This is an optimization exercise on Yosys and OpenROAD, whose aim is small area, a short achievable clock period and few clock cycles per item, not a production implementation. The RTL was checked by simulation tests, not by an equivalence proof against the original design.

==> inputs of v5 <==
==> flow/design.v (excerpt) <==
module fir(
  clock,
  reset,
  calculate,
  data_in,
  data_out,
  data_good
);
Settings: LEC_CHECK=0, ABC_CLOCK_PERIOD_IN_PS=4000, CAP_MARGIN=20, CORE_MARGIN=2, CORE_UTILIZATION=65, CTS_CLUSTER_DIAMETER=100, CTS_CLUSTER_SIZE=24, SLEW_MARGIN=20, SYNTH_HIERARCHICAL=1; clock period 13.0 ns.
standard.sh (not shown) runs the stock make flow with config.mk's settings and CLKGATE_MAP_FILE= SYNTH_SCRIPT=/design/flow/synth_recipe.tcl, a recipe that flattens the netlist after the stock synthesis.
==> flow/flow/run.sh <==
#!/bin/bash
set -euo pipefail
MARGIN=$(cat flow/margin.txt)
TNS=$(cat flow/tns.txt)
# synthesis exactly as standard.sh does it
bash standard.sh synth > synth.log 2>&1
# the remaining steps: the same make command with the repair target added
sed -e "s|CLKGATE_MAP_FILE= |CLKGATE_MAP_FILE= SETUP_SLACK_MARGIN=$MARGIN TNS_END_PERCENT=$TNS 'BUFFER_PORTS_ARGS=-buffer_cell sky130_fd_sc_hd__buf_4' |" \
    standard.sh > flow_layout.sh
bash flow_layout.sh finish > layout.log 2>&1
test -f out/final.def
==> flow/flow/margin.txt <==
8.2
==> flow/flow/tns.txt <==
100
==> v13 (differences from v5) <==
--- a/flow/config.mk
+++ b/flow/config.mk
@@ -7,3 +7,3 @@
 export LEC_CHECK = 0
-export ABC_CLOCK_PERIOD_IN_PS = 4000
+export ABC_CLOCK_PERIOD_IN_PS = 2000
 export CAP_MARGIN = 20
@@ -11,4 +11,4 @@
 export CORE_UTILIZATION = 65
-export CTS_CLUSTER_DIAMETER = 100
-export CTS_CLUSTER_SIZE = 24
+export CTS_CLUSTER_DIAMETER = 60
+export CTS_CLUSTER_SIZE = 30
 export SLEW_MARGIN = 20
==> results.txt <==
                                                                    v13              v5
Status                                                   finished clean  finished clean
Worst reg2reg path endpoint                                      R5_7_1             C15
Library cell appearing most often on the critical path             fa_1            fa_2
Via count normalized by instance count                             6.00            6.03
DRT Wirelength                                                163000 um       161000 um
Global-route wire length before repair                        253000 um       249000 um
Skew final                                                    0.0433 ns       0.0336 ns
Amount of wire on met2 after detailed routing                  82000 um        80500 um
Sum of met3 wire segment lengths after detailed routing        10700 um        10500 um
Max stage delay cell, worst path                                   fa_1            fa_2
Pin slew with the least headroom to its limit                  0.943 ns        0.915 ns
Multi-input logic portion of the cell area                        51.7%           53.2%
Antenna violations before repair                                      1               2
Multi-input logic area                                        41600 um2       41600 um2
Crit share post-route                                             36.5%           36.6%
Testbench counts of v5, summed over its fixed seeds: cycles 4,000, items 4,000.
Testbench counts of v13, summed over its fixed seeds: cycles 4,000, items 4,000.

========
==> trial 95: inputs <==
Another version of the RTL of fir (not shown whole).
==> flow/config.mk <==
export PLATFORM = sky130hd
export DESIGN_NAME = fir
export DESIGN_NICKNAME = fir
export VERILOG_FILES = /design/flow/design.v
export SDC_FILE = /design/flow/constraint.sdc
export NUM_CORES = 4
export LEC_CHECK = 0
export ABC_CLOCK_PERIOD_IN_PS = 2000
export CAP_MARGIN = 20
export CORE_MARGIN = 2
export CORE_UTILIZATION = 65
export CTS_CLUSTER_DIAMETER = 100
export CTS_CLUSTER_SIZE = 24
export SLEW_MARGIN = 20
export SYNTH_HIERARCHICAL = 1
==> flow/constraint.sdc <==
create_clock -name core_clock -period 13.0 [get_ports {clock}]
set_input_delay 2.6000 -clock core_clock [delete_from_list [all_inputs] [get_ports {clock}]]
set_output_delay 2.6000 -clock core_clock [all_outputs]
set_load 0.01 [all_outputs]
==> flow/flow/margin.txt <==
8.1
Scripts as last shown in full above: flow/flow/run.sh, flow/flow/tns.txt
==> inputs of trial 73, as changes to trial 95 <==
==> flow/flow/margin.txt (replaced) <==
8.35
==> comparison <==
In trial 95 the critical path depth is lower than in trial 73, by 4. In trial 95 the design area is smaller than in trial 73, by 4.8%. Against trial 73, the maximum frequency of trial 95 is lower by 3.6%.
==> figures <==
metric	trial 95	trial 73
Worst reg2reg path endpoint	R6_12_1	R3_11_1
End point of the critical path	R6_12_1	Y1[6]
Highest routing layer actually used	met5	met4
Critical path launch point type	flip-flop	input pin
Status	no timing/DRC/antenna violations	no timing/DRC/antenna violations
Pin count of the biggest net entering global routing	173	184
Total detailed-routing wirelength	161000 um	166000 um
Worst Clk Skew	0.0494 ns	0.0395 ns
Worst path bufs/invs	1	3
Pin slew with the least headroom to its limit	1.03 ns	1.05 ns
Final-layout worst hold slack	0.420 ns	0.424 ns
Testbench counts of trial 95, summed over its fixed seeds: cycles 4,000, items 4,000.
Testbench counts of trial 73, summed over its fixed seeds: cycles 4,000, items 4,000.

[port drivers added, routing unchanged]
No port has a modelled driver above. Below, the same layouts with a new extraction and two added sets of constraints. Step 1 (the two cells are an assumption about what drives the block):
set clk [get_ports {clock}]
set_driving_cell -lib_cell sky130_fd_sc_hd__clkbuf_16 $clk
set_driving_cell -lib_cell sky130_fd_sc_hd__buf_2 [delete_from_list [all_inputs] $clk]
Step 2, shift: input delay + t, output delay - t, t = (earliest + latest rising clock arrival at the registers) / 2. This alone moves slack from input paths to output paths. a / b / c = no drivers / after step 1 / after step 2; a / b = the first two.
run | t, ns | setup WS [ns] | worst setup path after step 2
v5 | 0.758 | 8.246 / 8.245 / 7.487 | input to register
v13 | 0.778 | 8.254 / 8.270 / 7.492 | input to register
trial 95 | 0.744 | 8.121 / 8.121 / 7.435 | input to register
trial 73 | 0.745 | 8.297 / 8.300 / 7.555 | input to register
After both steps every run listed still meets setup and hold. The setup slack of v13, which loses most, moves by +0.016 ns with the drivers and by -0.762 ns with both steps.
